Background: an optimization exercise with open tools, aiming at small area, a short achievable clock period and few clock cycles per item. Do not read the settings as production practice.
At most, simulation tests tie the RTL to the original design; equivalence was not proved.

Design f32_mult, start of the top module:
module f32_mult (
  input logic clk, rst_n,
  input logic [31:0] a, b,
  input logic start,
  output logic done,
  output logic [31:0] p
);
Size in the first run: ~3100 cells after synthesis, ~33 flip-flops, roughly 100 I/O pins.
Settings: LEC_CHECK=0, ABC_AREA=1, CAP_MARGIN=8, CORE_MARGIN=2, CORE_UTILIZATION=40, PLACE_DENSITY=0.75, SETUP_SLACK_MARGIN=1.5, SLEW_MARGIN=8, SYNTH_HIERARCHICAL=1, SYNTH_MINIMUM_KEEP_SIZE=0; clock period 12.0 ns.
standard.sh (not shown) runs the stock make flow with config.mk's settings and CLKGATE_MAP_FILE= SYNTH_SCRIPT=/design/flow/synth_recipe.tcl, a recipe that flattens the netlist after the stock synthesis.
==> flow/flow/run.sh <==
#!/bin/bash
# The standard layout, with the input/output port buffers made from plain
# buf cells (buffer_ports otherwise picks a slow delay cell for them).
set -euo pipefail
bash standard.sh "BUFFER_PORTS_ARGS=-buffer_cell sky130_fd_sc_hd__buf_4" finish > standard_flow.log 2>&1
The starting point completed with no timing, DRC or antenna violations.
Testbench counts at the start, summed over its fixed seeds: cycles 12,000, ops 12,000.
Rerun with:
Settings changed: CAP_MARGIN 8 to 20, PLACE_DENSITY 0.75 to 0.85, SLEW_MARGIN 8 to 20.
Final cell count went up by about 0.5%.
Non-clock buffer count went up by 14.
Via count went up by about 2.4%.
Die area is unchanged.
Count of clock-buffer cells in the layout went up by 1.
Routed wire length went up by 1.3%.
Maximum frequency went down by 0.63%.
Synthesized cell count stays the same.
Utilization went up by 0.39 points.
Rerun with:
Settings changed: PLACE_DENSITY 0.85 to 0.75.
Result: The changed run passed the timing, DRC and antenna checks; die area is unchanged; core utilization drops by 0.42 points; critical path depth does not change; count of clock-buffer cells in the layout drops by 1; setup slack improved by 0.10 ns.

========
the baseline:
f32_mult, a different RTL version from the one above (not shown whole).
Size: roughly 3100 cells after synthesis.
// f32_mult
module f32_mult (
  input logic clk, rst_n,
  input logic [31:0] a, b,
  input logic start,
  output logic done,
  output logic [31:0] p
);
clock: 12.0 ns
lec_check: 0
abc_area: 1
cap_margin: 20
core_margin: 2
core_utilization: 40
place_density: 0.75
setup_slack_margin: 4.8
slew_margin: 20
synth_hierarchical: 1
synth_minimum_keep_size: 0
Scripts as last shown in full above: flow/flow/run.sh
Testbench counts of the baseline, summed over its fixed seeds: cycles 12,000, ops 12,000.
diff inputs: the baseline => the candidate
Settings: SETUP_SLACK_MARGIN changed from 4.8 to 4.4.
## What came out
The candidate: all stages complete, timing, DRC and antenna checks passed. The baseline closes out successfully: all stages finished, all timing, DRC and antenna checks passed. ~same clock-cell share of area in the baseline and the candidate. Taking the baseline as the reference, in the candidate detail-routed net length per standard cell went down; compound-cell area share of the yosys netlist roughly the same. Diff the candidate..the baseline | count of hold buffers inserted by post-cts repair | unchanged.

========
f32_mult, a different RTL version from the one above (not shown whole).
For scale: roughly 3500 cells after synthesis, about 100 I/O pins, roughly 23000 µm² of cells after synthesis.
// f32_mult
module f32_mult (
  input logic clk, rst_n,
  input logic [31:0] a, b,
  input logic start,
  output logic done,
  output logic [31:0] p
);
==> flow/config.mk <==
export PLATFORM = sky130hd
export DESIGN_NAME = f32_mult
export DESIGN_NICKNAME = f32_mult
export VERILOG_FILES = /design/flow/design.v
export SDC_FILE = /design/flow/constraint.sdc
export NUM_CORES = 4
export LEC_CHECK = 0
export ABC_AREA = 1
export CAP_MARGIN = 20
export CORE_MARGIN = 2
export CORE_UTILIZATION = 40
export PLACE_DENSITY = 0.75
export SETUP_SLACK_MARGIN = 1.2
export SLEW_MARGIN = 20
export SYNTH_HIERARCHICAL = 1
export SYNTH_MINIMUM_KEEP_SIZE = 0
==> flow/constraint.sdc <==
create_clock -name core_clock -period 12.0 [get_ports {clk}]
set_input_delay 2.4000 -clock core_clock [delete_from_list [all_inputs] [get_ports {clk}]]
set_output_delay 2.4000 -clock core_clock [all_outputs]
set_load 0.01 [all_outputs]
Scripts as last shown in full above: flow/flow/run.sh
Change:
- SETUP_SLACK_MARGIN: 1.2 -> 1.5
Global-route usage climbs by 0.11 points.
Cell count rises by about 0.37%.
Setup slack improved by 0.28 ns.
No functional check of the RTL was part of any run of this note.

-- port drivers added, routing unchanged --
How much do the figures lean on ideal ports? The routed layouts below were timed once more, with nothing changed but the port constraints.
Step 1: set_driving_cell puts a clkbuf_16 on clk and a buf_2 on each other input, an assumption about the parent block.
Step 2 times the ports against the registers' clock, not the clock port: input delays grow and output delays shrink by t, the midpoint of the rising clock arrivals with the driver on.
a / b / c = no drivers / after step 1 / after step 2; a / b = the first two.
run	shift t [ns]	slack for setup (ns)	worst slew at a driven data input, ns
the first run of note 1	0.331	1.723 / 1.715 / 1.384	0.09
the second run of note 1	0.318	1.657 / 1.653 / 1.335	0.08
the third run of note 1	0.329	1.761 / 1.763 / 1.435	0.08
the baseline	0.492	4.846 / 4.879 / 4.387	0.11
the candidate	0.492	4.803 / 4.746 / 4.534	0.11
the first run of note 3	0.322	1.465 / 1.451 / 1.129	0.07
the second run of note 3	0.321	1.743 / 1.727 / 1.406	0.07
After both steps setup and hold are still met in every run listed. The setup slack of the baseline, which loses most, moves by +0.033 ns with the drivers and by -0.459 ns with both steps.
